What follows belongs to an exercise in optimizing a design on an open flow for small area and a short achievable clock period; a production flow would make more cautious choices.
At most, simulation tests tie the RTL to the original design; equivalence was not proved.
Only the layout flow was run in runs 1 and 4; the RTL was not checked for function there.
Power and IR drop assume default switching activity.

## design/flow/config.mk

```make
export PLATFORM = sky130hd
export DESIGN_NAME = RISCuva0
export DESIGN_NICKNAME = RISCuva0
export VERILOG_FILES = /design/flow/design.v
export SDC_FILE = /design/flow/constraint.sdc
export NUM_CORES = 4
export LEC_CHECK = 0
export CAP_MARGIN = 20
export CORE_MARGIN = 2
export CORE_UTILIZATION = 50
export CTS_BUF_LIST = sky130_fd_sc_hd__clkbuf_8
export CTS_CLUSTER_DIAMETER = 50
export CTS_CLUSTER_SIZE = 16
export SETUP_SLACK_MARGIN = 2.5
export SLEW_MARGIN = 20
export SYNTH_HIERARCHICAL = 1
export SYNTH_MINIMUM_KEEP_SIZE = 0
```

## design/flow/constraint.sdc

```tcl
create_clock -name core_clock -period 7.0 [get_ports {clk}]
set_input_delay 1.4000 -clock core_clock [delete_from_list [all_inputs] [get_ports {clk}]]
set_output_delay 1.4000 -clock core_clock [all_outputs]
set_load 0.01 [all_outputs]
```

## design/flow/design.v

```verilog
`timescale 1ns / 1ps
module RISCuva0 ( clk, reset,
                  progAddress, progData, progReset,
                  dataIn, dataOut,
                  portAddress, portRead, portWrite,
                  intReq, intAck );
    input        clk, reset;
    output [9:0] progAddress;
    input [13:0] progData;
    output       progReset;
    input  [7:0] dataIn;
    output [7:0] dataOut;
    output [7:0] portAddress;
    output       portRead;
    output       portWrite;
    input        intReq;
    output       intAck;
    wire [1:0] opA = progData[13:12];
    wire [1:0] opB = progData[11:10];
    wire [1:0] opC = progData[9:8];
    wire [3:0] rM  = progData[7:4];
    wire [3:0] rN  = progData[3:0];
    wire [9:0] immAddr = progData[9:0];
    wire [7:0] immData = progData[11:4];
    wire MISC = (opA == 2'b00);
    wire JP   = (opA == 2'b01);
    wire LOAD = (opA == 2'b10);
    wire ALU  = (opA == 2'b11);
    wire rets    = MISC & (opB == 2'b10);
    wire onRet   = rets & ~opC[1];               
    wire isRETI  = rets & (opC == 2'b01);
    wire isDI    = rets & (opC == 2'b10);
    wire isEI    = rets & (opC == 2'b11);
    wire isCALL  = MISC & (opB == 2'b00);
    wire writeRF = opA[1];                       
    logic [7:0]  rf [0:15];
    logic [11:0] stackMem [0:15];
    logic [3:0]  SP;
    logic [9:0]  PC;
    logic [7:0]  lastPort;      
    logic        zeroFlag, carryFlag;
    logic        userEI, intAckR, callingIRQ;
    wire [15:0] selN = 16'd1 << rN;
    wire [15:0] selM = 16'd1 << rM;
    wire [7:0] busN, busM;
    RISCuva0_read16 readN (.sel(selN), .d0(rf[0]), .d1(rf[1]), .d2(rf[2]), .d3(rf[3]),
        .d4(rf[4]), .d5(rf[5]), .d6(rf[6]), .d7(rf[7]), .d8(rf[8]), .d9(rf[9]),
        .d10(rf[10]), .d11(rf[11]), .d12(rf[12]), .d13(rf[13]), .d14(rf[14]), .d15(rf[15]), .q(busN));
    RISCuva0_read16 readM (.sel(selM), .d0(rf[0]), .d1(rf[1]), .d2(rf[2]), .d3(rf[3]),
        .d4(rf[4]), .d5(rf[5]), .d6(rf[6]), .d7(rf[7]), .d8(rf[8]), .d9(rf[9]),
        .d10(rf[10]), .d11(rf[11]), .d12(rf[12]), .d13(rf[13]), .d14(rf[14]), .d15(rf[15]), .q(busM));
    assign portRead  = ALU & (opB == 2'b11);
    assign portWrite = MISC & (opB == 2'b11);
    assign dataOut   = busN;
    wire [7:0] nextPort = lastPort + 8'd1;
    assign portAddress = (opC == 2'b00) ? busM :
                         (opC == 2'b01) ? nextPort : {3'b111, progData[8:4]};
    assign intAck = intAckR;
    logic [7:0] logicALU;
    logic       logicCarry;
    always_comb
        case (opC)
            2'b00: begin logicALU = busM;           logicCarry = carryFlag; end
            2'b01: begin logicALU = busN ~^ busM;   logicCarry = carryFlag; end
            2'b10: begin logicALU = busN | busM;    logicCarry = 1'b0;      end
            default: begin logicALU = busN & busM;  logicCarry = 1'b1;      end
        endcase
    wire       isSub = opC[1];
    wire [7:0] altM  = isSub ? ~busM : busM;
    wire       cin   = opC[0] ? (isSub ? ~carryFlag : carryFlag) : isSub;
    wire [7:0] hx = busN ^ altM;
    wire [7:0] ho = busN | altM;
    wire [7:0] g0 = busN & altM;
    wire [7:0] p0 = hx;
    wire [7:0] g1, p1, g2, p2, g3, p3;
    assign g1[0] = g0[0];              assign p1[0] = p0[0];
    assign g1[7:1] = g0[7:1] | (p0[7:1] & g0[6:0]);
    assign p1[7:1] = p0[7:1] & p0[6:0];
    assign g2[1:0] = g1[1:0];          assign p2[1:0] = p1[1:0];
    assign g2[7:2] = g1[7:2] | (p1[7:2] & g1[5:0]);
    assign p2[7:2] = p1[7:2] & p1[5:0];
    assign g3[3:0] = g2[3:0];          assign p3[3:0] = p2[3:0];
    assign g3[7:4] = g2[7:4] | (p2[7:4] & g2[3:0]);
    assign p3[7:4] = p2[7:4] & p2[3:0];
    wire [8:1] c = g3 | (p3 & {8{cin}});
    wire [7:0] arithALU   = hx ^ {c[7:1], cin};
    wire       arithCarry = isSub ? ~c[8] : c[8];
    wire       arithZero = ~(hx[0] ^ cin) & ((hx[7:1] ^ ho[6:0]) == 7'b0);
    logic [7:0] shiftALU;
    logic       shiftCarry;
    always_comb
        case (opC)
            2'b00: {shiftALU, shiftCarry} = {busN[7], busN};
            2'b01: {shiftALU, shiftCarry} = {carryFlag, busN};
            2'b10: {shiftALU, shiftCarry} = {busN[0], busN};
            default: {shiftALU, shiftCarry} = {busN[6:0], busN[7], busN[7]};
        endcase
    logic [7:0] otherRes;
    always_comb
        case ({opA[0], opB})
            3'b100:  otherRes = logicALU;
            3'b110:  otherRes = shiftALU;
            3'b111:  otherRes = dataIn;
            default: otherRes = immData;
        endcase
    wire       isArith  = opA[0] & (opB == 2'b01);
    wire [7:0] dataBus  = isArith ? arithALU  : otherRes;
    wire       dataZero = isArith ? arithZero : (otherRes == 8'h00);
    always @(posedge clk)
        for (int i = 0; i < 16; i++)
            if (reset && i < 2)
                rf[i] <= (i == 1) ? 8'd1 : 8'd0;
            else if (~reset && writeRF && rN == i)
                rf[i] <= dataBus;
    always @(posedge clk)
        if (reset)
            lastPort <= 8'hFF;
        else if (portRead | portWrite)
            lastPort <= portAddress;
    wire mayIRQ   = ~(rets | portWrite | portRead);
    wire validIRQ = intReq & ~intAckR & userEI & mayIRQ;
    always @(posedge clk) begin
        if (reset)     userEI <= 1'b0;
        else if (isDI) userEI <= 1'b0;
        else if (isEI) userEI <= 1'b1;
        if (reset)         intAckR <= 1'b0;
        else if (validIRQ) intAckR <= 1'b1;
        else if (isRETI)   intAckR <= 1'b0;
        if (reset) callingIRQ <= 1'b0;
        else       callingIRQ <= validIRQ;
    end
    wire [3:0]  SPp1     = SP + 4'd1;
    wire [11:0] stackTop;
    wire [15:0] selS = 16'd1 << SP;
    RISCuva0_read16 #(12) readS (.sel(selS), .d0(stackMem[0]), .d1(stackMem[1]), .d2(stackMem[2]),
        .d3(stackMem[3]), .d4(stackMem[4]), .d5(stackMem[5]), .d6(stackMem[6]), .d7(stackMem[7]),
        .d8(stackMem[8]), .d9(stackMem[9]), .d10(stackMem[10]), .d11(stackMem[11]),
        .d12(stackMem[12]), .d13(stackMem[13]), .d14(stackMem[14]), .d15(stackMem[15]), .q(stackTop));
    always @(posedge clk)
        if (isRETI)
            {carryFlag, zeroFlag} <= stackTop[11:10];
        else begin
            if (writeRF)
                zeroFlag <= dataZero;
            if (ALU & (opB != 2'b11))
                carryFlag <= (opB == 2'b00) ? logicCarry :
                             (opB == 2'b10) ? shiftCarry : arithCarry;
        end
    logic validFlag;
    always_comb
        case (opB)
            2'b00: validFlag =  zeroFlag;
            2'b01: validFlag = ~zeroFlag;
            2'b10: validFlag =  carryFlag;
            default: validFlag = ~carryFlag;
        endcase
    wire       onJump = (MISC & ~opB[1]) | (JP & validFlag);
    wire [9:0] incrPC = callingIRQ ? PC : PC + 10'd1;
    wire [9:0] nextPC = onJump ? {immAddr[9:1], immAddr[0] | callingIRQ} :
                        onRet  ? stackTop[9:0] : incrPC;
    always @(posedge clk)
        if (reset) PC <= 10'd0;
        else       PC <= nextPC;
    assign progAddress = nextPC;
    assign progReset   = reset | validIRQ;
    always @(posedge clk)
        if (reset)       SP <= 4'd15;
        else if (isCALL) SP <= SPp1;
        else if (onRet)  SP <= SP - 4'd1;
    always @(posedge clk)
        if (isCALL)
            stackMem[SPp1] <= {carryFlag, zeroFlag, incrPC};
endmodule
module RISCuva0_read16 #(parameter W = 8) (
    input  [15:0]  sel,
    input  [W-1:0] d0, d1, d2, d3, d4, d5, d6, d7, d8, d9, d10, d11, d12, d13, d14, d15,
    output [W-1:0] q);
    assign q = ({W{sel[0]}}  & d0)  | ({W{sel[1]}}  & d1)  | ({W{sel[2]}}  & d2)  | ({W{sel[3]}}  & d3)
             | ({W{sel[4]}}  & d4)  | ({W{sel[5]}}  & d5)  | ({W{sel[6]}}  & d6)  | ({W{sel[7]}}  & d7)
             | ({W{sel[8]}}  & d8)  | ({W{sel[9]}}  & d9)  | ({W{sel[10]}} & d10) | ({W{sel[11]}} & d11)
             | ({W{sel[12]}} & d12) | ({W{sel[13]}} & d13) | ({W{sel[14]}} & d14) | ({W{sel[15]}} & d15);
endmodule
```

## design/flow/run.sh

```bash
#!/bin/bash
# synth_recipe.tcl (not shown) runs the flow's synth.tcl, then flattens the netlist and writes it again
# the make line also repeats each setting of config.mk as NAME=value (left out here)
make -C /OpenROAD-flow-scripts/flow DESIGN_CONFIG=/design/flow/config.mk WORK_HOME=/design/flow/orfs CLKGATE_MAP_FILE= SYNTH_SCRIPT=/design/flow/synth_recipe.tcl finish
```

==> results of run 1 <==
[flip-flops by register name, indices dropped and copies added (netlist names), 4 cells and up]
register and cells:
SP 4, lastPort 8, PC 10, stackMem 192
rf 128
[per-module statistics from Yosys, one instance, submodules excluded, excerpt]
module	cells	copies in the design	flip-flops and latches
RISCuva0	954	1	347
RISCuva0_read16	88	2	0
[power groups by stage]
stage                     clock [mW]  combinational, mW  sequential [mW]
after floorplan                    0              0.384             2.36
after detailed placement           0              0.608             2.37
after global routing            1.60              0.823             2.33
after global placement             0              0.603             2.37
final                           1.49              0.772             2.33
after CTS                       1.51              0.713             2.33
[Yosys cell counts, drive strengths merged (11+ instances only)]
cell    number  share of area
and2        24         0.0092
xnor2       13         0.0070
edfxtp     306           0.56
mux2i       19          0.012
nand2b      18         0.0069
dfxtp       41          0.050
nand2       69          0.016
nor3        16         0.0049
nand3       33          0.010
ha          41          0.031
a22o       112          0.060
nor2        86          0.020
buf         62          0.031
o21ai       49          0.015
a21oi       30         0.0094
nand4       29          0.011
a221oi     112          0.065
xor2        27          0.014
clkbuf      28         0.0064
o211ai      11         0.0051
inv         47          0.011
[layout make-up]
type,count,area [sq um],share of cell area
Sequential cell,347,10000,0.501
Multi-Input combinational cell,771,6640,0.333
Inverter,47,209,0.0105
Clock buffer,38,523,0.0262
Tap cell,442,553,0.0277
Timing Repair Buffer,189,1710,0.0855
Antenna cell,1,2.50,0.000125
Clock inverter,28,325,0.0163
[per-layer routing]
layer	global-route usage	up-vias
li1	-	5218
met2	0.405	715
met5	0	-
met1	0.436	5993
met4	0.0860	0
met3	0.0497	89
[worst register-to-register path: stages, from the launching register on]
cell	delay [ps]
edfxtp_1	440
a22o_1	260
a221oi_2	230
nand4_1	340
buf_4	250
buf_4	120
inv_1	110
ha_1	260
o211ai_1	250
a21boi_2	110
a21o_1	210
a21oi_1	170
xnor2_1	100
mux2i_2	150
buf_4	170
clkinv_4	140
[per-stage QoR]
step | instance area [sq um] | power [mW] | hold slack, ps
final | 20000 | 4.59 | 464
after global routing | 20000 | 4.76 | 528
after CTS | 19500 | 4.55 | 467
after detailed placement | 17100 | 2.98 | 454
after global placement | 17100 | 2.98 | 447
after floorplan | 16400 | 2.75 | 437
[logic make-up (layout without fill, tap and decap cells)]
group / after synthesis / count (layout)
compound gates: 358 / 358
buf+inv: 137 / 302
other cells: 0 / 1
simple gates: 306 / 307
mux: 24 / 24
xor+xnor: 40 / 40
flops: 347 / 347
fa+ha+maj: 42 / 42
[worst max path at each step]
stage | endpoint | slack [ps] | cells past startpoint
finish | portAddress[7] | 2310 | 10
detailed placement | portAddress[3] | 450 | 12
floorplan | carryFlag | 2520 | 18
global placement | portAddress[3] | 480 | 12
CTS | portAddress[6] | 2280 | 11
global route | portAddress[3] | 2260 | 12
[timing repair]
action / in CTS / in global routing
endpoints found under the setup margin: 157 / 99
resized for setup: 369 / 80
setup buffers: 64 / 27
pin swaps: 53 / 33
gates cloned: 2 / 0
==> flow_metrics.tcl, run 1 <==
set metrics [dict create \
    synth_cells 1254 \
    yosys.area_share.simple 0.0904 \
    path_buf_inv 2 \
    cts.sinks 347 \
    nFillCells 2550 \
    required_ps 5600 \
    place_inst 1703 \
    synth_edf_count 306 \
    mostFrequentLayoutCells "edfxtp_1, a22o_1, buf_4" \
    avgViaCountPerCell 6.45 \
    switching_share 0.273 \
    synth_top_family_by_area "compound AO/OA/AOI/OAI gates" \
    drt_iter0_markers 1541 \
    reg2reg_from "rf[4][0]" \
    regToRegSetupSlack_ps 3390 \
    antenna_found_initial 1 \
    crit_path_max_fanout 10 \
    finalMaxSlewViolations 0 \
    worstRegToRegCells 15 \
    ys_seq_elements 347 \
    hp-class "register to register" \
    area_delta_synth_final_pct 22.3 \
    layout_commonest_cell "edfxtp_1" \
    min_period_ps 4690 \
    finalWorstSetupSlack_ps 2310 \
    dieHeight_um 185 \
    max-slew-margin-rel 0.285 \
    gp_congestion 0.959 \
    cp.arrival_ps 3290 \
    clkTransAtPathRegs_ps 90 \
    core_sq_um 32400 \
    ys_dominant_reg_cell "edfxtp_1" \
    floorplan.rows 66 \
    io_pins 55 \
    final_cells 1863 \
    irDropWorstVdd_mv 0.164 \
    startpoint "progData[6]" \
    setup_viol 0 \
    end_kind "output pin" \
    cts_root_buf "clkbuf_8" \
    wl_met1_um 21400 \
    maxCapViolations 0 \
    ys_warn_count 9 \
    wl_met3_um 5140 \
    grt-ovfl-total 0 \
    post-dp-hpwl_um 32600 \
    layout.nets 1459 \
    top_layer "met4" \
    wl_um 48800 \
    die_x_um 185 \
    async_flop_share 0 \
    power.switching_mw 1.25 \
    syn_avg_cell_area_sq_um 13.0 \
    first_global_vias 11200 \
    critPathSlowestCell "a221oi_2" \
    postLayoutCoreUtil 0.617 \
    post-route-drc-count 0 \
    dr_wl_met2_um 20800 \
    die_area_sq_um 34100 \
    syn_nets 1321 \
    power_density_nw_per_um2 230 \
    cts_tree "done" \
    grt_start_max_net_pins 50 \
    grt_pass1_wl_um 70900 \
    yosysUniqueCellTypes 64 \
    worstSetupStartpointType "input port" \
    vias 12000 \
    status "finished clean" \
    hold_end "userEI" \
    mappedNetlistArea_sq_um 16300 \
    synth-xor-area-share 0.0214 \
    clockPowerShare 0.325 \
    cpLargestDelayFamily "simple AND/OR/NAND/NOR gates" \
    wl_per_cell_um 26.2 \
    path_cells "buf_16 > nand2_4 > nor2_4 > a22o_1 > a221oi_2 > nand4_1 > nor2_2 > a21oi_2 > or2_4 > buf_6" \
    cts_hold_buf 0 \
    hold_start "userEI" \
    worstSetupPathType "input port to output pin" \
    rsz0062_at_grt "true" \
    numPortBuffers 54 \
    pre_cts_slack_ps 448 \
    cpPeakStageDelay_ps 310 \
    grt_use_total 0.282 \
    max_freq_ghz 0.213 \
    synth_sequential_area_ratio 0.613 \
    p_comb_frac 0.168 \
    insertion_delay_ps 570 \
    hold_violations 0 \
    drt_pass1_iterations 6 \
    cts_buffer_depth 3 \
    htree_levels 2 \
    worst_pin_slew_ps 1070 \
    fin_skew_ps 30.8 \
    seqPwrFrac 0.507 \
    synth.area.mux_share 0.0174 \
    hold_depth 2 \
    worstReg2RegEnd "rf[4][5]" \
    fin_crit_sh 0.670 \
    finalSetupTns_ps 0 \
    numCtsBuffers 36 \
    synth_fa_ha_area_frac 0.0326 \
    p_int_mw 3.34 \
    synth-compound-area-share 0.177 \
    initial_core_util 0.505 \
    postRouteAntennaNets 0 \
    drive_above_1_share 0.301 \
    p_leak_nw 7.20 \
]
==> inputs of run 2 (changes only) <==
--- a/design/flow/design.v
+++ b/design/flow/design.v
@@ -40,21 +40,21 @@
     logic [7:0]  lastPort;      
     logic        zeroFlag, carryFlag;
     logic        userEI, intAckR, callingIRQ;
+    wire [7:0] nextPort = lastPort + 8'd1;
+    wire [7:0] otherPort = (opC == 2'b01) ? nextPort : {3'b111, progData[8:4]};
     wire [15:0] selN = 16'd1 << rN;
     wire [15:0] selM = 16'd1 << rM;
     wire [7:0] busN, busM;
     RISCuva0_read16 readN (.sel(selN), .d0(rf[0]), .d1(rf[1]), .d2(rf[2]), .d3(rf[3]),
         .d4(rf[4]), .d5(rf[5]), .d6(rf[6]), .d7(rf[7]), .d8(rf[8]), .d9(rf[9]),
         .d10(rf[10]), .d11(rf[11]), .d12(rf[12]), .d13(rf[13]), .d14(rf[14]), .d15(rf[15]), .q(busN));
-    RISCuva0_read16 readM (.sel(selM), .d0(rf[0]), .d1(rf[1]), .d2(rf[2]), .d3(rf[3]),
+    RISCuva0_read16p readM (.sel(selM), .d0(rf[0]), .d1(rf[1]), .d2(rf[2]), .d3(rf[3]),
         .d4(rf[4]), .d5(rf[5]), .d6(rf[6]), .d7(rf[7]), .d8(rf[8]), .d9(rf[9]),
-        .d10(rf[10]), .d11(rf[11]), .d12(rf[12]), .d13(rf[13]), .d14(rf[14]), .d15(rf[15]), .q(busM));
+        .d10(rf[10]), .d11(rf[11]), .d12(rf[12]), .d13(rf[13]), .d14(rf[14]), .d15(rf[15]), .q(busM),
+        .pass(opC == 2'b00), .other(otherPort), .qp(portAddress));
     assign portRead  = ALU & (opB == 2'b11);
     assign portWrite = MISC & (opB == 2'b11);
     assign dataOut   = busN;
-    wire [7:0] nextPort = lastPort + 8'd1;
-    assign portAddress = (opC == 2'b00) ? busM :
-                         (opC == 2'b01) ? nextPort : {3'b111, progData[8:4]};
     assign intAck = intAckR;
     logic [7:0] logicALU;
     logic       logicCarry;
@@ -180,3 +180,16 @@
              | ({W{sel[8]}}  & d8)  | ({W{sel[9]}}  & d9)  | ({W{sel[10]}} & d10) | ({W{sel[11]}} & d11)
              | ({W{sel[12]}} & d12) | ({W{sel[13]}} & d13) | ({W{sel[14]}} & d14) | ({W{sel[15]}} & d15);
 endmodule
+module RISCuva0_read16p (
+    input  [15:0] sel,
+    input  [7:0]  d0, d1, d2, d3, d4, d5, d6, d7, d8, d9, d10, d11, d12, d13, d14, d15,
+    input         pass,
+    input  [7:0]  other,
+    output [7:0]  q,
+    output [7:0]  qp);
+    assign q = ({8{sel[0]}}  & d0)  | ({8{sel[1]}}  & d1)  | ({8{sel[2]}}  & d2)  | ({8{sel[3]}}  & d3)
+             | ({8{sel[4]}}  & d4)  | ({8{sel[5]}}  & d5)  | ({8{sel[6]}}  & d6)  | ({8{sel[7]}}  & d7)
+             | ({8{sel[8]}}  & d8)  | ({8{sel[9]}}  & d9)  | ({8{sel[10]}} & d10) | ({8{sel[11]}} & d11)
+             | ({8{sel[12]}} & d12) | ({8{sel[13]}} & d13) | ({8{sel[14]}} & d14) | ({8{sel[15]}} & d15);
+    assign qp = pass ? q : other;
+endmodule
==> design/flow/flow/run.sh (new file) <==
#!/bin/bash
# The standard layout, with plain buf_2 cells as the port buffers instead of
# the delay cells that buffer_ports picks by default. Each tool's output is
# in standard.log and orfs/logs/.
set -euo pipefail
bash standard.sh "BUFFER_PORTS_ARGS=-buffer_cell sky130_fd_sc_hd__buf_2" finish > standard.log 2>&1
==> design/flow/standard.sh (new file) <==
#!/bin/bash
# synth_recipe.tcl (not shown) runs the flow's synth.tcl, then flattens the netlist and writes it again
# the make line also repeats each setting of config.mk as NAME=value (left out here)
make -C /OpenROAD-flow-scripts/flow DESIGN_CONFIG=/design/flow/config.mk WORK_HOME=/design/flow/orfs CLKGATE_MAP_FILE= SYNTH_SCRIPT=/design/flow/synth_recipe.tcl "${@:-finish}"
removed: design/flow/run.sh
==> flow_metrics.tcl, run 2 <==
set metrics [dict create \
    insertion_delay_ps 590 \
    post-dp-hpwl_um 33500 \
    setup_viol 0 \
    worstSetupPathType "input port to output pin" \
    drt_iter0_markers 1399 \
    postRouteAntennaNets 0 \
    numCtsBuffers 37 \
    synth_sequential_area_ratio 0.605 \
    worst_pin_slew_ps 943 \
    placed_area_sq_um 17100 \
    hp-class "register to register" \
    place_inst 1683 \
    power_density_nw_per_um2 234 \
    grt_use_total 0.281 \
    synth_cells 1234 \
    yosysUniqueCellTypes 78 \
    maxCapViolations 0 \
    avgViaCountPerCell 6.42 \
    max-slew-margin-rel 0.369 \
    rsz0062_at_grt "true" \
    crit_path_max_fanout 8 \
    ys_seq_elements 347 \
    finalWorstSetupSlack_ps 2410 \
    core_sq_um 32500 \
    max_freq_ghz 0.218 \
    ys_dominant_reg_cell "edfxtp_1" \
    finalSetupTns_ps 0 \
    syn_avg_cell_area_sq_um 13.4 \
    initial_core_util 0.508 \
    gp_congestion 0.964 \
    largest_register_ffs 192 \
    min_period_ps 4590 \
    final_cells 1812 \
    antenna_found_initial 0 \
    wl_per_cell_um 27.1 \
    synth_top_area_share 0.556 \
    cp.arrival_ps 3190 \
    fin_area_sq_um 19400 \
    area_delta_synth_final_pct 17.1 \
    die_area_sq_um 34500 \
    postLayoutCoreUtil 0.595 \
    synth_top_area_cell "edfxtp_1" \
    irDropWorstVdd_mv 0.134 \
    fin_skew_ps 31.2 \
    p_leak_nw 6.90 \
    largest_register "stackMem" \
    cts.sinks 347 \
    dieHeight_um 186 \
    required_ps 5600 \
    reg_top3 "stackMem: 192 flops, rf: 128 flops, PC: 10 flops" \
    mappedNetlistArea_sq_um 16500 \
    netlist_top_cells_area "edfxtp_1, a22o_1, a221oi_1, dfxtp_1, ha_1" \
    status "finished clean" \
    total_power_mw 4.53 \
    cts_buffer_depth 3 \
    wl_um 49000 \
    numPortBuffers 54 \
    whs_ps 463 \
    diodes 0 \
    cts_root_buf "clkbuf_8" \
    io_pins 55 \
    die_x_um 186 \
    syn_nets 1301 \
    mostFrequentLayoutCells "edfxtp_1, a22o_1, buf_4" \
    synth_common_cells "edfxtp_1, a22o_1, a221oi_1" \
    worstSetupStartpointType "input port" \
    cts_tree "done" \
    vias 11600 \
    grt_pass1_wl_um 70200 \
    htree_levels 2 \
    finalMaxSlewViolations 0 \
    layout.nets 1412 \
    synth_edf_count 306 \
    async_flop_share 0 \
    drt_pass1_iterations 7 \
    yosysMostFrequentCell "edfxtp_1" \
    hold_violations 0 \
    end_kind "output pin" \
    floorplan.rows 66 \
    drive_above_1_share 0.291 \
    grt_start_max_net_pins 37 \
    grt-ovfl-total 0 \
    first_global_vias 10800 \
    post-route-drc-count 0 \
    ys_warn_count 9 \
    clkTransAtPathRegs_ps 100 \
    layout_commonest_cell "edfxtp_1" \
    pre_cts_slack_ps 1130 \
    fin_crit_sh 0.655 \
]
==> run 2: cell types whose count changed after synthesis, sizes merged, moves of 3 or more <==
cell / change
and3: +7
nand2: -12
a21oi: +3
o21ai: -21
inv: +6
nand3: -8
a31oi: +3
mux2: +8
o211ai: -9
mux4: +6
nor2: -4
buf: -6
==> run 2: path summary, 6_finish.rpt <==
check	start	end	slack, ps	depth (start not counted)
max	progData[7]	portAddress[7]	2410	10
max reg2reg	rf[4][1]	rf[4][6]	3420	14
min reg2reg	userEI	userEI	460	2
min	userEI	userEI	460	2
==> run 2: timing repair <==
item | 4_1_cts | 5_1_grt
hold buffers | 0 | 0
endpoints found under the setup margin | 137 | 126
gates resized for setup | 126 | 86
cloned | 1 | 0
pin swaps | 22 | 20
buffers inserted | 44 | 20
==> run 2: cell families after synthesis <==
group | after synthesis | share of synthesized area
DFF | 347 | 0.605
AOI/OAI and AO/OA | 335 | 0.170
and+or+nand+nor | 292 | 0.0900
buffers and inverters | 138 | 0.0477
adders and majority gates | 42 | 0.0322
xor gates and xnor gates | 40 | 0.0212
muxes | 40 | 0.0334
==> run 2: layout make-up <==
type / instances / area (sq um)
multi-input combinational: 750 / 6600
clock inverter: 25 / 264
timing repair buffer: 155 / 1160
inverter: 54 / 231
sequential: 347 / 10000
tap: 442 / 553
fill: 2641 / 13200
clock buffer: 39 / 537
==> run 2: critical path: stages <==
cell and delay, ps:
buf_12 110, inv_4 40, nand2_4 50, nor3_2 40
buf_6 150, a22o_1 270, a221oi_4 260, nand4_1 340
mux2_4 390, buf_6 130
==> run 2: modules after synthesis, one instance, submodules excluded, excerpt <==
module | copies in the design | cell area (sq um)
RISCuva0_read16p | 1 | 915
RISCuva0 | 1 | 13800
RISCuva0_read16 | 1 | 778
==> run 2: report_power, final <==
part	switching [mW]	internal (mW)
logic	0.468	0.296
registers	0.0198	2.31
clock network	0.797	0.634
total	1.28	3.24
==> run 2: per-layer routing <==
metal | vias up | track usage | share of wire
li1 | 5093 | - | -
met4 | 0 | 0.0746 | 0.026
met5 | - | 0 | 0
met3 | 103 | 0.0622 | 0.092
met1 | 5890 | 0.420 | 0.45
met2 | 545 | 0.414 | 0.43
==> inputs of run 3 (changes only) <==
--- a/design/flow/config.mk
+++ b/design/flow/config.mk
@@ -11,7 +11,7 @@
 export CTS_BUF_LIST = sky130_fd_sc_hd__clkbuf_8
 export CTS_CLUSTER_DIAMETER = 50
 export CTS_CLUSTER_SIZE = 16
-export SETUP_SLACK_MARGIN = 2.5
+export SETUP_SLACK_MARGIN = 2.3
 export SLEW_MARGIN = 20
 export SYNTH_HIERARCHICAL = 1
 export SYNTH_MINIMUM_KEEP_SIZE = 0
==> flow_metrics.tcl, run 3 <==
set metrics [dict create \
    htree_levels 2 \
    power_density_nw_per_um2 236 \
    avgViaCountPerCell 6.51 \
    dieHeight_um 186 \
    yosysMostFrequentCell "edfxtp_1" \
    async_flop_share 0 \
    ys_dominant_reg_cell "edfxtp_1" \
    cts_hold_buf 0 \
    wl_um 49000 \
    irDropWorstVdd_mv 0.105 \
    placed_area_sq_um 17100 \
    initial_core_util 0.508 \
    floorplan.rows 66 \
    cp.arrival_ps 3270 \
    place_inst 1685 \
    insertion_delay_ps 570 \
    min_period_ps 4670 \
    area_delta_synth_final_pct 11.8 \
    critPathSlowestCell "nand4_1" \
    syn_avg_cell_area_sq_um 13.4 \
    worst_pin_slew_ps 1070 \
    grt-ovfl-total 0 \
    grt_pass1_wl_um 70500 \
    cts_tree "done" \
    cts.sinks 347 \
    finalWorstSetupSlack_ps 2330 \
    hold_violations 0 \
    syn_nets 1301 \
    drive_above_1_share 0.241 \
    worstSetupStartpointType "input port" \
    numPortBuffers 54 \
    pre_cts_slack_ps 1250 \
    synth_sequential_area_ratio 0.605 \
    mostFrequentLayoutCells "edfxtp_1, a22o_1, buf_4" \
    total_power_mw 4.37 \
    max_freq_ghz 0.214 \
    cpPeakStageDelay_ps 350 \
    finalMaxSlewViolations 0 \
    layout.nets 1388 \
    die_x_um 186 \
    gp_congestion 0.959 \
    postRouteAntennaNets 0 \
    largest_register_ffs 192 \
    yosysUniqueCellTypes 78 \
    ys_warn_count 9 \
    rsz0062_at_grt "true" \
    clkTransAtPathRegs_ps 90 \
    grt_use_total 0.281 \
    antenna_found_initial 1 \
    finalSetupTns_ps 0 \
    setup_viol 0 \
    diodes 0 \
    numCtsBuffers 34 \
    synth_top_area_cell "edfxtp_1" \
    synth_common_cells "edfxtp_1, a22o_1, a221oi_1" \
    vias 11600 \
    maxCapViolations 0 \
    fin_crit_sh 0.667 \
    layout_commonest_cell "edfxtp_1" \
    wl_per_cell_um 27.5 \
    hp-class "register to register" \
    p_leak_nw 6.61 \
    mappedNetlistArea_sq_um 16500 \
    fin_skew_ps 44.5 \
    worstSetupPathType "input port to output pin" \
    required_ps 5600 \
    max-slew-margin-rel 0.286 \
    crit_path_max_fanout 10 \
    largest_register "stackMem" \
    ys_seq_elements 347 \
    end_kind "output pin" \
    first_global_vias 10700 \
    final_cells 1782 \
    status "finished clean" \
    synth_cells 1234 \
    io_pins 55 \
    netlist_top_cells_area "edfxtp_1, a22o_1, a221oi_1, dfxtp_1, ha_1" \
    path_cells "buf_2 > nand2b_1 > nor2_1 > buf_4 > a22o_1 > a221oi_1 > nand4_1 > buf_2" \
    path_common_cell "buf_2" \
    fin_area_sq_um 18500 \
    synth_top_area_share 0.556 \
    synth_edf_count 306 \
    die_area_sq_um 34500 \
    cts_root_buf "clkbuf_8" \
    drt_pass1_iterations 5 \
    cts_buffer_depth 3 \
    drt_iter0_markers 1489 \
    grt_start_max_net_pins 37 \
    core_sq_um 32500 \
    post-route-drc-count 0 \
    post-dp-hpwl_um 33300 \
    reg_top3 "stackMem: 192 flops, rf: 128 flops, PC: 10 flops" \
]
run 3: cell counts after synthesis:
No cell type changed its count.
run 3: Yosys stat by module, one instance, submodules excluded, a selection:
module,flops+latches,times used
RISCuva0_read16,0,1
RISCuva0,347,1
RISCuva0_read16p,0,1
run 3: cells by family (layout without fill, tap and decap cells):
| logic type | count (synthesis) | after routing | synth area share |
|---|---|---|---|
| buffers and inverters | 138 | 243 | 0.0477 |
| AOI/OAI and AO/OA | 335 | 336 | 0.170 |
| muxes | 40 | 40 | 0.0334 |
| DFF | 347 | 347 | 0.605 |
| and+or+nand+nor | 292 | 292 | 0.0900 |
| xor gates and xnor gates | 40 | 40 | 0.0212 |
| adders and majority gates | 42 | 42 | 0.0322 |
run 3: area by class of cell:
cell class,count,area [sq um]
clock inverter,20,209
fill,2698,14000
sequential,347,10000
inverter,54,221
multi-input combinational,750,6100
tap,442,553
timing repair buffer,134,916
clock buffer,35,482
run 3: critical path: cells and delay by family:
kind                   cells  cell delay (ps)
buffers and inverters      3              650
AOI/OAI and AO/OA          2              550
and+or+nand+nor            3              660
run 3: per-stage QoR:
stage	hold slack (ps)	utilization
after floorplan	431	-
after global placement	449	0.525
after detailed placement	463	0.525
after CTS	475	0.561
after global routing	508	0.568
final	475	0.568
run 3: what timing repair did:
action                     in CTS  in global routing
cloned                          0                  1
setup endpoints to repair     121                126
setup buffers                  33                  8
gates resized for setup        46                 44
pin swaps                      16                  6
run 3: path summary, 6_finish.rpt:
kind	start	slack [ps]	to	depth (start not counted)
worst max-delay path	progData[1]	2330	dataOut[7]	8
worst min-delay path	userEI	470	userEI	2
worst max register to register	rf[15][0]	3320	rf[8][2]	14
worst min register to register	userEI	470	userEI	2
run 3: power by group:
part | internal (mW) | switching, mW | total [mW]
clock | 0.598 | 0.722 | 1.32
sequential | 2.31 | 0.0179 | 2.33
combinational | 0.266 | 0.452 | 0.718
run 3: layer usage:
| metal | track usage | vias up | part of all wire |
|---|---|---|---|
| met5 | 0 | - | 0 |
| met4 | 0.0828 | 0 | 0.031 |
| met3 | 0.0542 | 90 | 0.10 |
| met2 | 0.403 | 628 | 0.42 |
| met1 | 0.433 | 5843 | 0.44 |
| li1 | - | 5036 | - |
==> inputs of run 4 (changes only) <==
--- a/design/flow/design.v
+++ b/design/flow/design.v
@@ -70,20 +70,9 @@
     wire       cin   = opC[0] ? (isSub ? ~carryFlag : carryFlag) : isSub;
     wire [7:0] hx = busN ^ altM;
     wire [7:0] ho = busN | altM;
-    wire [7:0] g0 = busN & altM;
-    wire [7:0] p0 = hx;
-    wire [7:0] g1, p1, g2, p2, g3, p3;
-    assign g1[0] = g0[0];              assign p1[0] = p0[0];
-    assign g1[7:1] = g0[7:1] | (p0[7:1] & g0[6:0]);
-    assign p1[7:1] = p0[7:1] & p0[6:0];
-    assign g2[1:0] = g1[1:0];          assign p2[1:0] = p1[1:0];
-    assign g2[7:2] = g1[7:2] | (p1[7:2] & g1[5:0]);
-    assign p2[7:2] = p1[7:2] & p1[5:0];
-    assign g3[3:0] = g2[3:0];          assign p3[3:0] = p2[3:0];
-    assign g3[7:4] = g2[7:4] | (p2[7:4] & g2[3:0]);
-    assign p3[7:4] = p2[7:4] & p2[3:0];
-    wire [8:1] c = g3 | (p3 & {8{cin}});
-    wire [7:0] arithALU   = hx ^ {c[7:1], cin};
+    wire [7:0] arithALU;
+    wire [8:1] c;
+    RISCuva0_add8 add (.a(busN), .b(altM), .cin(cin), .s(arithALU), .cout(c[8]));
     wire       arithCarry = isSub ? ~c[8] : c[8];
     wire       arithZero = ~(hx[0] ^ cin) & ((hx[7:1] ^ ho[6:0]) == 7'b0);
     logic [7:0] shiftALU;
@@ -193,3 +182,24 @@
              | ({8{sel[12]}} & d12) | ({8{sel[13]}} & d13) | ({8{sel[14]}} & d14) | ({8{sel[15]}} & d15);
     assign qp = pass ? q : other;
 endmodule
+module RISCuva0_add8 (
+    input  [7:0] a, b,
+    input        cin,
+    output [7:0] s,
+    output       cout);
+    wire [7:0] p0 = a ^ b;
+    wire [7:0] g0 = a & b;
+    wire [7:0] g1, p1, g2, p2, g3, p3;
+    assign g1[0] = g0[0];              assign p1[0] = p0[0];
+    assign g1[7:1] = g0[7:1] | (p0[7:1] & g0[6:0]);
+    assign p1[7:1] = p0[7:1] & p0[6:0];
+    assign g2[1:0] = g1[1:0];          assign p2[1:0] = p1[1:0];
+    assign g2[7:2] = g1[7:2] | (p1[7:2] & g1[5:0]);
+    assign p2[7:2] = p1[7:2] & p1[5:0];
+    assign g3[3:0] = g2[3:0];          assign p3[3:0] = p2[3:0];
+    assign g3[7:4] = g2[7:4] | (p2[7:4] & g2[3:0]);
+    assign p3[7:4] = p2[7:4] & p2[3:0];
+    wire [8:1] c = g3 | (p3 & {8{cin}});
+    assign s = p0 ^ {c[7:1], cin};
+    assign cout = c[8];
+endmodule
--- a/design/flow/config.mk
+++ b/design/flow/config.mk
@@ -11,7 +11,7 @@
 export CTS_BUF_LIST = sky130_fd_sc_hd__clkbuf_8
 export CTS_CLUSTER_DIAMETER = 50
 export CTS_CLUSTER_SIZE = 16
-export SETUP_SLACK_MARGIN = 2.3
+export SETUP_SLACK_MARGIN = 2.5
 export SLEW_MARGIN = 20
 export SYNTH_HIERARCHICAL = 1
 export SYNTH_MINIMUM_KEEP_SIZE = 0
==> flow_metrics.tcl, run 4 <==
set metrics [dict create \
    status "finished clean" \
    die_x_um 186 \
    synth-xor-area-share 0.0243 \
    cts_root_buf "clkbuf_8" \
    maxCapViolations 0 \
    grt_use_total 0.285 \
    p_int_mw 3.24 \
    synth_cells 1251 \
    total_power_mw 4.47 \
    drt_pass1_iterations 7 \
    htree_levels 2 \
    path_buf_inv 4 \
    synth_top_area_share 0.557 \
    die_area_sq_um 34500 \
    async_flop_share 0 \
    post-dp-hpwl_um 33100 \
    required_ps 5600 \
    power_density_nw_per_um2 230 \
    core_sq_um 32500 \
    hp-class "register to register" \
    synth-compound-area-share 0.170 \
    ys_dominant_reg_cell "edfxtp_1" \
    path_cells "buf_16 > nand2_8 > nor3_4 > buf_6 > a22o_1 > a221oi_4 > nand4_1 > buf_4 > mux2_4 > buf_6" \
    p_leak_nw 6.85 \
    setup_viol 0 \
    end_kind "output pin" \
    nFillCells 2618 \
    fin_crit_sh 0.648 \
    synth_fa_ha_area_frac 0.0323 \
    finalWorstSetupSlack_ps 2470 \
    synth_sequential_area_ratio 0.607 \
    cts.sinks 347 \
    numCtsBuffers 37 \
    synth.area.mux_share 0.0293 \
    synth_common_cells "edfxtp_1, a22o_1, a221oi_1" \
    diodes 0 \
    finalSetupTns_ps 0 \
    cpPeakStageDelay_ps 280 \
    rsz0062_at_grt "true" \
    avgViaCountPerCell 6.47 \
    cts_buffer_depth 3 \
    syn_avg_cell_area_sq_um 13.2 \
    area_delta_synth_final_pct 17.6 \
    syn_nets 1318 \
    yosys.area_share.simple 0.0906 \
    seqPwrFrac 0.522 \
    power.switching_mw 1.23 \
    min_period_ps 4530 \
    largest_register "stackMem" \
    grt_pass1_wl_um 71100 \
    drt_iter0_markers 1325 \
    layout.nets 1415 \
    netlist_top_cells_area "edfxtp_1, a22o_1, a221oi_1, dfxtp_1, ha_1" \
    pre_cts_slack_ps 1440 \
    cts_hold_buf 0 \
    clockPowerShare 0.308 \
    first_global_vias 11000 \
    gp_congestion 0.900 \
    io_pins 55 \
    ys_seq_elements 347 \
    worstSetupStartpointType "input port" \
    antenna_found_initial 1 \
    grt_start_max_net_pins 37 \
    yosysUniqueCellTypes 70 \
    insertion_delay_ps 560 \
    post-route-drc-count 0 \
    mostFrequentLayoutCells "edfxtp_1, a22o_1, buf_4" \
    crit_path_max_fanout 8 \
    cp.arrival_ps 3130 \
    wl_per_cell_um 27.4 \
    postLayoutCoreUtil 0.596 \
    wl_um 49700 \
    grt-ovfl-total 0 \
    seqCellArea_sq_um 10000 \
    reg_top3 "stackMem: 192 flops, rf: 128 flops, PC: 10 flops" \
    yosysMostFrequentCell "edfxtp_1" \
    vias 11700 \
    path_common_cell "buf_6" \
    largest_register_ffs 192 \
    max-slew-margin-rel 0.267 \
    cts_tree "done" \
    postRouteAntennaNets 0 \
    clkTransAtPathRegs_ps 90 \
    p_comb_frac 0.171 \
    critPathSlowestCell "mux2_4" \
    irDropWorstVdd_mv 0.166 \
    worst_pin_slew_ps 1090 \
    mappedNetlistArea_sq_um 16500 \
    synth_top_family_by_area "compound AO/OA/AOI/OAI gates" \
    synth_edf_count 306 \
    cpLargestDelayFamily "buffers and inverters" \
    numPortBuffers 54 \
    layout_commonest_cell "edfxtp_1" \
    worstSetupPathType "input port to output pin" \
    multi_input_area_sq_um 6740 \
    max_freq_ghz 0.221 \
    initial_core_util 0.507 \
    floorplan.rows 66 \
    finalMaxSlewViolations 0 \
    drive_above_1_share 0.296 \
    dieHeight_um 186 \
    synth_top_area_cell "edfxtp_1" \
    whs_ps 486 \
    ys_warn_count 9 \
    switching_share 0.274 \
    fin_skew_ps 44.0 \
    hold_violations 0 \
]
run 4: cell types whose count changed in the layout (fill, tap and decap cells not counted), moves of 5 or more:
| cell | before | now |
|---|---|---|
| inv_1 | 48 | 37 |
| a221oi_4 | 4 | 17 |
| a221oi_2 | 34 | 55 |
| nor2_4 | 1 | 10 |
| a21oi_2 | 4 | 11 |
| a221oi_1 | 76 | 42 |
| buf_2 | 49 | 41 |
| buf_6 | 2 | 13 |
| o21ai_1 | 16 | 21 |
| inv_2 | 2 | 9 |
run 4: path summary, 6_finish.rpt:
kind | endpoint | slack, ps | depth (start not counted) | startpoint
max | portAddress[3] | 2470 | 10 | progData[6]
min | userEI | 490 | 2 | userEI
max reg2reg | rf[8][6] | 3460 | 13 | rf[5][3]
min reg2reg | userEI | 490 | 2 | userEI
run 4: cell type report:
| type | instances | share of cell area |
|---|---|---|
| Timing Repair Buffer | 143 | 0.0580 |
| Timing Repair inverter | 1 | 0.000323 |
| Multi-Input combinational cell | 769 | 0.348 |
| Tap cell | 442 | 0.0285 |
| Inverter | 49 | 0.0105 |
| Clock inverter | 23 | 0.0118 |
| Sequential cell | 347 | 0.516 |
| Clock buffer | 38 | 0.0270 |
run 4: logic make-up after synthesis:
family          after synthesis
flops                       347
compound gates              340
simple gates                303
buf+inv                     137
xor+xnor                     44
fa+ha+maj                    42
mux                          38
run 4: metal layers:
layer | wire length (um) | vias up | track usage
li1 | - | 5137 | -
met4 | 1200 | 2 | 0.0759
met1 | 22300 | 5889 | 0.432
met3 | 4990 | 82 | 0.0679
met2 | 21200 | 612 | 0.409
met5 | 13 | - | 0
run 4: what timing repair did:
action / 4_1_cts / 5_1_grt
setup endpoints to repair: 151 / 131
pin swaps: 20 / 21
resized for setup: 140 / 86
buffers inserted: 40 / 19
cloned: 1 / 4
run 4: through the flow:
step                cells  area [sq um]
floorplan            1251         16600
global placement     1686         17000
detailed placement   1687         17000
CTS                  1789         18700
global route         1812         19400
finish               1812         19400
run 4: per-module statistics from Yosys (local to each module, per instance), a selection:
| module | cells | copies in the design |
|---|---|---|
| RISCuva0_add8 | 36 | 1 |
| RISCuva0_read16 | 88 | 1 |
| RISCuva0 | 906 | 1 |
| RISCuva0_read16p | 97 | 1 |
run 4: power groups by stage:
stage / registers (mW) / clock network, mW / logic (mW)
3_5_place_dp: 2.38 / 0 / 0.626
3_3_place_gp: 2.38 / 0 / 0.618
2_1_floorplan: 2.37 / 0 / 0.419
5_1_grt: 2.33 / 1.47 / 0.818
4_1_cts: 2.33 / 1.40 / 0.697
6_report: 2.33 / 1.38 / 0.763
run 4: worst reg2reg max path, delay by kind of cell (launching register included):
family / cells / cell delay [ps]
xor gates and xnor gates: 2 / 280
AOI/OAI and AO/OA: 5 / 1210
buffers and inverters: 2 / 330
and+or+nand+nor: 2 / 320
muxes: 1 / 280
adders and majority gates: 1 / 410
DFF: 1 / 440
==> inputs of run 5 (changes only) <==
--- a/design/flow/design.v
+++ b/design/flow/design.v
@@ -70,9 +70,20 @@
     wire       cin   = opC[0] ? (isSub ? ~carryFlag : carryFlag) : isSub;
     wire [7:0] hx = busN ^ altM;
     wire [7:0] ho = busN | altM;
-    wire [7:0] arithALU;
-    wire [8:1] c;
-    RISCuva0_add8 add (.a(busN), .b(altM), .cin(cin), .s(arithALU), .cout(c[8]));
+    wire [7:0] g0 = busN & altM;
+    wire [7:0] p0 = hx;
+    wire [7:0] g1, p1, g2, p2, g3, p3;
+    assign g1[0] = g0[0];              assign p1[0] = p0[0];
+    assign g1[7:1] = g0[7:1] | (p0[7:1] & g0[6:0]);
+    assign p1[7:1] = p0[7:1] & p0[6:0];
+    assign g2[1:0] = g1[1:0];          assign p2[1:0] = p1[1:0];
+    assign g2[7:2] = g1[7:2] | (p1[7:2] & g1[5:0]);
+    assign p2[7:2] = p1[7:2] & p1[5:0];
+    assign g3[3:0] = g2[3:0];          assign p3[3:0] = p2[3:0];
+    assign g3[7:4] = g2[7:4] | (p2[7:4] & g2[3:0]);
+    assign p3[7:4] = p2[7:4] & p2[3:0];
+    wire [8:1] c = g3 | (p3 & {8{cin}});
+    wire [7:0] arithALU   = hx ^ {c[7:1], cin};
     wire       arithCarry = isSub ? ~c[8] : c[8];
     wire       arithZero = ~(hx[0] ^ cin) & ((hx[7:1] ^ ho[6:0]) == 7'b0);
     logic [7:0] shiftALU;
@@ -182,24 +193,3 @@
              | ({8{sel[12]}} & d12) | ({8{sel[13]}} & d13) | ({8{sel[14]}} & d14) | ({8{sel[15]}} & d15);
     assign qp = pass ? q : other;
 endmodule
-module RISCuva0_add8 (
-    input  [7:0] a, b,
-    input        cin,
-    output [7:0] s,
-    output       cout);
-    wire [7:0] p0 = a ^ b;
-    wire [7:0] g0 = a & b;
-    wire [7:0] g1, p1, g2, p2, g3, p3;
-    assign g1[0] = g0[0];              assign p1[0] = p0[0];
-    assign g1[7:1] = g0[7:1] | (p0[7:1] & g0[6:0]);
-    assign p1[7:1] = p0[7:1] & p0[6:0];
-    assign g2[1:0] = g1[1:0];          assign p2[1:0] = p1[1:0];
-    assign g2[7:2] = g1[7:2] | (p1[7:2] & g1[5:0]);
-    assign p2[7:2] = p1[7:2] & p1[5:0];
-    assign g3[3:0] = g2[3:0];          assign p3[3:0] = p2[3:0];
-    assign g3[7:4] = g2[7:4] | (p2[7:4] & g2[3:0]);
-    assign p3[7:4] = p2[7:4] & p2[3:0];
-    wire [8:1] c = g3 | (p3 & {8{cin}});
-    assign s = p0 ^ {c[7:1], cin};
-    assign cout = c[8];
-endmodule
==> design/flow/flow/run.sh (replaced) <==
#!/bin/bash
# The standard layout with two changes: plain buf_2 cells as the port buffers
# (instead of the delay cells that buffer_ports picks by default), and clock
# tree synthesis without dummy loads at the clock tree's leaves. Each tool's
# output is in standard.log and orfs/logs/.
set -euo pipefail
bash standard.sh \
  "BUFFER_PORTS_ARGS=-buffer_cell sky130_fd_sc_hd__buf_2" \
  "CTS_ARGS=-sink_clustering_enable -repair_clock_nets -buf_list sky130_fd_sc_hd__clkbuf_8 -sink_clustering_size 16 -sink_clustering_max_diameter 50 -dont_use_dummy_load" \
  finish > standard.log 2>&1
==> flow_metrics.tcl, run 5 <==
set metrics [dict create \
    io_pins 55 \
    fin_skew_ps 62.2 \
    numPortBuffers 54 \
    max-slew-margin-rel 0.366 \
    min_period_ps 4540 \
    crit_path_max_fanout 7 \
    synth.area.mux_share 0.0334 \
    yosysUniqueCellTypes 78 \
    max_freq_ghz 0.220 \
    status "finished clean" \
    layout.nets 1417 \
    area_delta_synth_final_pct 15.7 \
    core_sq_um 32500 \
    hold_violations 0 \
    insertion_delay_ps 590 \
    cts_buffer_depth 3 \
    endpoint "portAddress[5]" \
    die_x_um 186 \
    synth_common_cells "edfxtp_1, a22o_1, a221oi_1" \
    worst_pin_slew_ps 947 \
    ys_warn_count 9 \
    rsz0062_at_grt "true" \
    synth_fa_ha_area_frac 0.0322 \
    placed_area_sq_um 17100 \
    ys_dominant_reg_cell "edfxtp_1" \
    wl_um 49100 \
    end_kind "output pin" \
    post-route-drc-count 0 \
    first_global_vias 10800 \
    antenna_found_initial 0 \
    critPathSlowestCell "a221oi_2" \
    grt_start_max_net_pins 37 \
    yosysMostFrequentCell "edfxtp_1" \
    wl_per_cell_um 27.4 \
    worstReg2RegEnd "rf[3][6]" \
    worstSetupPathType "input port to output pin" \
    regToRegSetupSlack_ps 3440 \
    cts_root_buf "clkbuf_8" \
    setup_viol 0 \
    synth_top_family_by_area "compound AO/OA/AOI/OAI gates" \
    layout_commonest_cell "edfxtp_1" \
    gp_congestion 0.964 \
    drt_iter0_markers 1161 \
    synth-xor-area-share 0.0212 \
    place_inst 1683 \
    path_buf_inv 5 \
    irDropWorstVdd_mv 0.119 \
    required_ps 5600 \
    whs_ps 468 \
    largest_register_ffs 192 \
    ys_seq_elements 347 \
    startpoint "progData[4]" \
    worstRegToRegCells 14 \
    worstSetupStartpointType "input port" \
    nFillCells 2645 \
    cp.arrival_ps 3140 \
    mappedNetlistArea_sq_um 16500 \
    netlist_top_cells_area "edfxtp_1, a22o_1, a221oi_1, dfxtp_1, ha_1" \
    numCtsBuffers 37 \
    cpLargestDelayFamily "buffers and inverters" \
    die_area_sq_um 34500 \
    drive_above_1_share 0.284 \
    finalSetupTns_ps 0 \
    fin_crit_sh 0.649 \
    maxCapViolations 0 \
    post-dp-hpwl_um 33500 \
    path_common_cell "buf_4" \
    final_cells 1790 \
    syn_avg_cell_area_sq_um 13.4 \
    htree_levels 2 \
    initial_core_util 0.508 \
    drt_pass1_iterations 5 \
    p_leak_nw 6.78 \
    yosys.area_share.simple 0.0900 \
    async_flop_share 0 \
    synth-compound-area-share 0.170 \
    power_density_nw_per_um2 221 \
    cts_tree "done" \
    worstSetupPathDepth 10 \
    fin_area_sq_um 19100 \
    hp-class "register to register" \
    synth_sequential_area_ratio 0.605 \
    reg2reg_from "rf[4][1]" \
    diodes 0 \
    synth_cells 1234 \
    mostFrequentLayoutCells "edfxtp_1, a22o_1, buf_4" \
    cpPeakStageDelay_ps 350 \
    vias 11600 \
    grt_use_total 0.280 \
    total_power_mw 4.23 \
    path_cells "buf_12 > nand2b_4 > nor3_1 > buf_4 > buf_4 > a221oi_2 > nand4_1 > buf_4 > mux2_4 > buf_2" \
    synth_top_area_cell "edfxtp_1" \
    syn_nets 1301 \
    cts.sinks 347 \
    grt-ovfl-total 0 \
    grt_pass1_wl_um 69900 \
    avgViaCountPerCell 6.50 \
    finalMaxSlewViolations 0 \
    dieHeight_um 186 \
    largest_register "stackMem" \
    reg_top3 "stackMem: 192 flops, rf: 128 flops, PC: 10 flops" \
    synth_top_area_share 0.556 \
    floorplan.rows 66 \
    clkTransAtPathRegs_ps 90 \
    postRouteAntennaNets 0 \
    synth_edf_count 306 \
]
==> run 5: cell count changes in the layout (fill, tap and decap cells not counted), sizes merged, moves of 5 or more <==
cell / previous run / this run
o21ai: 33 / 28
nor2: 87 / 82
a21oi: 39 / 33
nand2: 62 / 57
clkinv: 11 / 1
buf: 140 / 157
inv: 56 / 48
nand3: 31 / 25
==> run 5: metal layers <==
layer / global-route usage / vias to the layer above / routed length (um)
li1: - / 5082 / -
met1: 0.417 / 5913 / 22300
met2: 0.416 / 549 / 21400
met3: 0.0571 / 86 / 4220
met4: 0.0791 / 0 / 1190
met5: 0 / - / 0
==> run 5: Yosys stat by module (local to each module, per instance), a selection <==
module	cells inside	times used	flip-flops and latches	area, sq um
RISCuva0_read16	88	1	0	778
RISCuva0_read16p	97	1	0	915
RISCuva0	925	1	347	13800
==> run 5: report_power, final <==
group,internal (mW),leakage (nW),switching [mW]
logic,0.300,3.40,0.469
registers,2.31,3.12,0.0198
clock network,0.471,0.266,0.659
total,3.08,6.78,1.15
==> run 5: logic make-up after synthesis <==
logic type,Yosys count
AO/OA/AOI/OAI,335
XOR/XNOR,40
adder cells (fa/ha/maj),42
buffers and inverters,138
flip-flops,347
multiplexers,40
AND/OR/NAND/NOR,292
==> run 5: per-stage QoR <==
step | worst slack (ps) | util
floorplan | 2540 | -
global placement | 1160 | 0.525
detailed placement | 1130 | 0.525
CTS | 2500 | 0.569
global route | 2410 | 0.588
finish | 2460 | 0.588
==> run 5: timing repair <==
action	CTS	global route
setup buffers	46	23
hold buffers	0	0
gates cloned	1	0
setup endpoints to repair	140	127
gates resized for setup	128	82
pin swaps	24	20
==> run 5: layout make-up <==
type,count,area [sq um],area share
clock buffer,37,509,0.0266
sequential,347,10000,0.524
multi-input combinational,750,6570,0.343
timing repair buffer,160,1250,0.0653
tap,442,553,0.0289
inverter,54,231,0.0121
==> run 5: worst register-to-register path, delay by kind of cell (launching register included) <==
| family | cells | cell delay [ps] |
|---|---|---|
| compound gates | 7 | 1710 |
| buf+inv | 4 | 590 |
| flops | 1 | 390 |
| fa+ha+maj | 1 | 250 |
| xor+xnor | 1 | 200 |
| simple gates | 1 | 170 |
==> run 5: worst min-delay path by stage <==
| stage | startpoint | to | slack [ps] | cells after the start |
|---|---|---|---|---|
| after global placement | userEI | userEI | 450 | 2 |
| final | userEI | userEI | 470 | 2 |
| after global routing | userEI | userEI | 490 | 2 |
| after floorplan | userEI | userEI | 430 | 2 |
| after CTS | userEI | userEI | 470 | 2 |
| after detailed placement | userEI | userEI | 450 | 2 |
==> inputs of run 6 (changes only) <==
--- a/design/flow/config.mk
+++ b/design/flow/config.mk
@@ -11,7 +11,7 @@
 export CTS_BUF_LIST = sky130_fd_sc_hd__clkbuf_8
 export CTS_CLUSTER_DIAMETER = 50
 export CTS_CLUSTER_SIZE = 16
-export SETUP_SLACK_MARGIN = 2.5
+export SETUP_SLACK_MARGIN = 2.4
 export SLEW_MARGIN = 20
 export SYNTH_HIERARCHICAL = 1
 export SYNTH_MINIMUM_KEEP_SIZE = 0
==> flow_metrics.tcl, run 6 <==
set metrics [dict create \
    mappedNetlistArea_sq_um 16500 \
    crit_path_max_fanout 23 \
    rsz0062_at_grt "true" \
    ys_seq_elements 347 \
    irDropWorstVdd_mv 0.118 \
    netlist_top_cells_area "edfxtp_1, a22o_1, a221oi_1, dfxtp_1, ha_1" \
    cts.sinks 347 \
    dieHeight_um 186 \
    placed_area_sq_um 17000 \
    syn_nets 1301 \
    initial_core_util 0.508 \
    ys_warn_count 9 \
    reg_top3 "stackMem: 192 flops, rf: 128 flops, PC: 10 flops" \
    cts_buffer_depth 3 \
    post-dp-hpwl_um 34000 \
    largest_register_ffs 192 \
    cts_hold_buf 0 \
    hold_end "userEI" \
    hold_violations 0 \
    max_freq_ghz 0.215 \
    drive_above_1_share 0.280 \
    yosysMostFrequentCell "edfxtp_1" \
    ys_dominant_reg_cell "edfxtp_1" \
    min_period_ps 4660 \
    wl_per_cell_um 27.7 \
    cp.arrival_ps 3260 \
    drt_iter0_markers 1314 \
    worst_pin_slew_ps 1020 \
    maxCapViolations 0 \
    status "finished clean" \
    async_flop_share 0 \
    io_pins 55 \
    startpoint "progData[10]" \
    fin_crit_sh 0.665 \
    synth_sequential_area_ratio 0.605 \
    finalSetupTns_ps 0 \
    regToRegSetupSlack_ps 3390 \
    floorplan.rows 66 \
    hold_start "userEI" \
    fin_skew_ps 70.9 \
    synth_top_area_share 0.556 \
    finalMaxSlewViolations 0 \
    worstReg2RegEnd "rf[15][6]" \
    p_leak_nw 6.74 \
    post-route-drc-count 0 \
    clkTransAtPathRegs_ps 70 \
    synth_top_area_cell "edfxtp_1" \
    grt_pass1_wl_um 70900 \
    yosysUniqueCellTypes 78 \
    insertion_delay_ps 580 \
    wl_um 49300 \
    die_area_sq_um 34500 \
    max-slew-margin-rel 0.319 \
    synth_common_cells "edfxtp_1, a22o_1, a221oi_1" \
    antenna_found_initial 0 \
    hold_depth 2 \
    nFillCells 2678 \
    grt_use_total 0.285 \
    largest_register "stackMem" \
    power_density_nw_per_um2 224 \
    synth_edf_count 306 \
    setup_viol 0 \
    core_sq_um 32500 \
    syn_avg_cell_area_sq_um 13.4 \
    fin_area_sq_um 18900 \
    area_delta_synth_final_pct 14.1 \
    layout_commonest_cell "edfxtp_1" \
    first_global_vias 10700 \
    worstRegToRegCells 13 \
    htree_levels 2 \
    layout.nets 1407 \
    postRouteAntennaNets 0 \
    synth_cells 1234 \
    reg2reg_from "rf[4][5]" \
    grt-ovfl-total 0 \
    cts_root_buf "clkbuf_8" \
    end_kind "output pin" \
    numPortBuffers 54 \
    numCtsBuffers 38 \
    die_x_um 186 \
    cts_tree "done" \
    avgViaCountPerCell 6.45 \
    mostFrequentLayoutCells "edfxtp_1, a22o_1, buf_4" \
    required_ps 5600 \
    hp-class "register to register" \
    worstSetupPathType "input port to output pin" \
    drt_pass1_iterations 5 \
    worstSetupStartpointType "input port" \
    vias 11500 \
    diodes 0 \
    grt_start_max_net_pins 37 \
    gp_congestion 0.972 \
]
[run 6: cell count changes in the layout (fill, tap and decap cells not counted), moves of 4 or more]
cell,delta
and2_4,-5
buf_4,-7
buf_12,-5
a221oi_2,+16
a221oi_4,-8
a221oi_1,-8
and2_2,+4
[run 6: cell families after synthesis]
kind of cell | Yosys count | share of synthesized area
adder cells (fa/ha/maj) | 42 | 0.0322
buffers and inverters | 138 | 0.0477
multiplexers | 40 | 0.0334
AND/OR/NAND/NOR | 292 | 0.0900
AO/OA/AOI/OAI | 335 | 0.170
flip-flops | 347 | 0.605
XOR/XNOR | 40 | 0.0212
[run 6: layout make-up]
| cell class | instances | area, sq um | area share |
|---|---|---|---|
| Clock buffer | 38 | 523 | 0.0277 |
| Inverter | 54 | 223 | 0.0118 |
| Multi-Input combinational cell | 750 | 6460 | 0.342 |
| Sequential cell | 347 | 10000 | 0.531 |
| Tap cell | 442 | 553 | 0.0293 |
| Timing Repair Buffer | 149 | 1100 | 0.0582 |
[run 6: worst max path at each step]
stage               cells past startpoint        endpoint  slack (ps)
floorplan                              17       rf[10][4]        2410
global placement                       15       rf[11][5]        1120
detailed placement                     15       rf[11][5]        1150
CTS                                     7      dataOut[7]        2380
global route                            8  progAddress[0]        2250
finish                                  8  progAddress[0]        2340
[run 6: power by group]
group | switching [mW] | internal [mW]
logic | 0.466 | 0.294
registers | 0.0220 | 2.31
clock network | 0.656 | 0.483
[run 6: stage by stage]
| step | hold slack, ps | setup WS [ps] | total power [mW] | utilization | cells |
|---|---|---|---|---|---|
| final | 475 | 2340 | 4.23 | 0.580 | 1780 |
| after global routing | 491 | 2250 | 4.39 | 0.580 | 1780 |
| after CTS | 479 | 2380 | 4.20 | 0.566 | 1758 |
| after detailed placement | 470 | 1150 | 3.01 | 0.524 | 1680 |
| after global placement | 448 | 1120 | 3.01 | 0.523 | 1680 |
| after floorplan | 431 | 2410 | 2.79 | - | 1234 |
[run 6: per-module statistics from Yosys, one instance, submodules excluded, a selection]
module | area [sq um] | times used | flops+latches
RISCuva0 | 13800 | 1 | 347
RISCuva0_read16 | 778 | 1 | 0
RISCuva0_read16p | 915 | 1 | 0
[run 6: metal layers]
layer / GRT usage / share of wire / vias to the layer above
met4: 0.0731 / 0.022 / 0
li1: - / - / 5051
met1: 0.435 / 0.45 / 5802
met3: 0.0646 / 0.093 / 75
met2: 0.411 / 0.43 / 554
met5: 0 / 0 / -
[run 6: repair_timing]
| item | in CTS | in global routing |
|---|---|---|
| setup endpoints to repair | 136 | 131 |
| resized for setup | 116 | 68 |
| pin swaps | 22 | 26 |
| setup buffers | 39 | 21 |
| cloned | 1 | 0 |
[run 6: critical path, cell delays in order]
cell,delay [ps]
buf_4,250
xnor2_1,110
a21oi_1,470
o21bai_4,210
mux2i_2,220
nor2b_1,160
a21oi_1,230
buf_2,180
==> inputs of run 7 (changes only) <==
--- a/design/flow/config.mk
+++ b/design/flow/config.mk
@@ -11,7 +11,7 @@
 export CTS_BUF_LIST = sky130_fd_sc_hd__clkbuf_8
 export CTS_CLUSTER_DIAMETER = 50
 export CTS_CLUSTER_SIZE = 16
-export SETUP_SLACK_MARGIN = 2.4
+export SETUP_SLACK_MARGIN = 2.3
 export SLEW_MARGIN = 20
 export SYNTH_HIERARCHICAL = 1
 export SYNTH_MINIMUM_KEEP_SIZE = 0
==> flow_metrics.tcl, run 7 <==
set metrics [dict create \
    largest_register "stackMem" \
    die_area_sq_um 34500 \
    largest_register_ffs 192 \
    gp_congestion 0.959 \
    synth_edf_count 306 \
    yosysUniqueCellTypes 78 \
    critPathSlowestCell "a221oi_1" \
    p_leak_nw 6.54 \
    ys_warn_count 9 \
    async_flop_share 0 \
    rsz0062_at_grt "true" \
    grt_use_total 0.283 \
    crit_path_max_fanout 12 \
    hold_violations 0 \
    nFillCells 2707 \
    syn_nets 1301 \
    cts.sinks 347 \
    worstSetupStartpointType "register" \
    total_power_mw 4.12 \
    dieHeight_um 186 \
    grt_start_max_net_pins 37 \
    die_x_um 186 \
    layout.nets 1389 \
    hp-class "register to register" \
    antenna_found_initial 0 \
    placed_area_sq_um 17100 \
    numPortBuffers 54 \
    wl_um 48800 \
    place_inst 1685 \
    required_ps 5600 \
    synth_sequential_area_ratio 0.605 \
    first_global_vias 10700 \
    drt_iter0_markers 1549 \
    cts_root_buf "clkbuf_8" \
    cpPeakStageDelay_ps 470 \
    mostFrequentLayoutCells "edfxtp_1, a22o_1, buf_4" \
    fin_crit_sh 0.667 \
    grt_pass1_wl_um 70700 \
    fin_skew_ps 78.1 \
    seqCellArea_sq_um 10000 \
    wl_per_cell_um 27.7 \
    core_sq_um 32500 \
    finalSetupTns_ps 0 \
    worst_pin_slew_ps 1020 \
    grt-ovfl-total 0 \
    cts_hold_buf 0 \
    initial_core_util 0.508 \
    area_delta_synth_final_pct 11.1 \
    min_period_ps 4670 \
    floorplan.rows 66 \
    maxCapViolations 0 \
    status "finished clean" \
    clkTransAtPathRegs_ps 100 \
    max_freq_ghz 0.214 \
    power_density_nw_per_um2 225 \
    post-dp-hpwl_um 33300 \
    vias 11400 \
    max-slew-margin-rel 0.317 \
    synth_top_area_share 0.556 \
    setup_viol 0 \
    synth_top_area_cell "edfxtp_1" \
    diodes 0 \
    htree_levels 2 \
    postRouteAntennaNets 0 \
    end_kind "output pin" \
    ys_dominant_reg_cell "edfxtp_1" \
    synth_cells 1234 \
    mappedNetlistArea_sq_um 16500 \
    layout_commonest_cell "edfxtp_1" \
    fin_area_sq_um 18400 \
    drt_pass1_iterations 6 \
    avgViaCountPerCell 6.47 \
    syn_avg_cell_area_sq_um 13.4 \
    irDropWorstVdd_mv 0.0954 \
    postLayoutCoreUtil 0.564 \
    post-route-drc-count 0 \
    multi_input_area_sq_um 6180 \
    insertion_delay_ps 550 \
    cts_buffer_depth 3 \
    reg_top3 "stackMem: 192 flops, rf: 128 flops, PC: 10 flops" \
    final_cells 1762 \
    yosysMostFrequentCell "edfxtp_1" \
    path_cells "inv_1 > ha_1 > and3_1 > a221oi_1 > nand4_1 > nand2b_1 > a21oi_1 > a31oi_1 > buf_2" \
    cts_tree "done" \
    worstSetupPathType "register to output pin" \
    netlist_top_cells_area "edfxtp_1, a22o_1, a221oi_1, dfxtp_1, ha_1" \
    finalMaxSlewViolations 0 \
    ys_seq_elements 347 \
    drive_above_1_share 0.236 \
    io_pins 55 \
    cp.arrival_ps 3270 \
    synth_common_cells "edfxtp_1, a22o_1, a221oi_1" \
    numCtsBuffers 34 \
]
==> run 7: cell counts after synthesis <==
No cell type changed its count.
==> run 7: where the power goes <==
part           total (mW)  leakage (nW)  internal [mW]  switching (mW)
Clock                1.07         0.244          0.435           0.632
Sequential           2.33          3.12           2.31          0.0180
Combinational       0.726          3.18          0.270           0.457
Total                4.12          6.54           3.02            1.11
==> run 7: per-layer routing <==
metal,global-route usage,part of all wire,routed length [um]
met5,0,0,0
met4,0.0813,0.029,1420
met3,0.0634,0.10,4960
met1,0.433,0.45,21800
met2,0.402,0.42,20600
==> run 7: logic make-up (layout without fill, tap and decap cells) <==
family / after synthesis / after routing / synth area share
flip-flops: 347 / 347 / 0.605
XOR/XNOR: 40 / 40 / 0.0212
AND/OR/NAND/NOR: 292 / 293 / 0.0900
buffers and inverters: 138 / 222 / 0.0477
adder cells (fa/ha/maj): 42 / 42 / 0.0322
multiplexers: 40 / 40 / 0.0334
AO/OA/AOI/OAI: 335 / 336 / 0.170
==> run 7: critical path: cells and delay by family (launching register included) <==
family                     cells  cell delay (ps)
AOI/OAI and AO/OA              3              690
adders and majority gates      1              290
buffers and inverters          2              350
DFF                            1              430
and+or+nand+nor                3              950
==> run 7: worst paths after layout <==
| path | startpoint | endpoint | slack (ps) | cells past startpoint |
|---|---|---|---|---|
| setup / recovery | SP[0] | progAddress[9] | 2330 | 9 |
| hold reg to reg | userEI | userEI | 470 | 2 |
| hold / removal | userEI | userEI | 470 | 2 |
| setup reg to reg | rf[5][2] | rf[8][7] | 3420 | 12 |
==> run 7: repair_timing <==
item                                    in CTS  in global routing
setup buffers                               28                 13
endpoints found under the hold margin        0                  0
cloned                                       2                  0
resized for setup                           52                 61
endpoints found under the setup margin     121                131
pin swaps                                   19                 12
==> run 7: final cells by class <==
type | count | share of cell area
Clock buffer | 34 | 0.0255
Multi-Input combinational cell | 751 | 0.337
Timing Repair Buffer | 134 | 0.0510
Tap cell | 442 | 0.0301
Sequential cell | 347 | 0.545
Inverter | 54 | 0.0117
==> run 7: Yosys stat by module (local to each module, per instance), a selection <==
module / area (sq um) / times used / flip-flops and latches
RISCuva0_read16: 778 / 1 / 0
RISCuva0: 13800 / 1 / 347
RISCuva0_read16p: 915 / 1 / 0
==> run 7: through the flow <==
step           worst slack, ps  hold WS, ps
6_report                  2330          472
3_5_place_dp              1250          463
2_1_floorplan             2310          431
4_1_cts                   2290          473
5_1_grt                   2230          506
3_3_place_gp              1210          449

[afterwards: timing with drivers on the ports]
Ports are ideal in the flow. The routed layouts listed here were re-timed in OpenROAD. Step 1: set_driving_cell puts a clkbuf_16 on clk and a buf_2 on each other input, an assumption about the parent block. Step 2, shift: input delay + t, output delay - t, t = (earliest + latest rising clock arrival at the registers) / 2. This alone moves slack from input paths to output paths. Slacks: no drivers / after step 1 / after step 2; pairs: no drivers / after step 1.
run	t, ns	slack for setup (ns)
run 1	0.601	2.307 / 2.240 / 1.881
run 2	0.623	2.413 / 2.346 / 1.955
run 3	0.597	2.333 / 2.284 / 1.763
run 4	0.595	2.466 / 2.325 / 1.934
run 5	0.607	2.460 / 2.393 / 1.969
run 6	0.596	2.345 / 2.316 / 1.958
run 7	0.576	2.332 / 2.279 / 1.845
After both steps setup and hold are still met in every run listed.
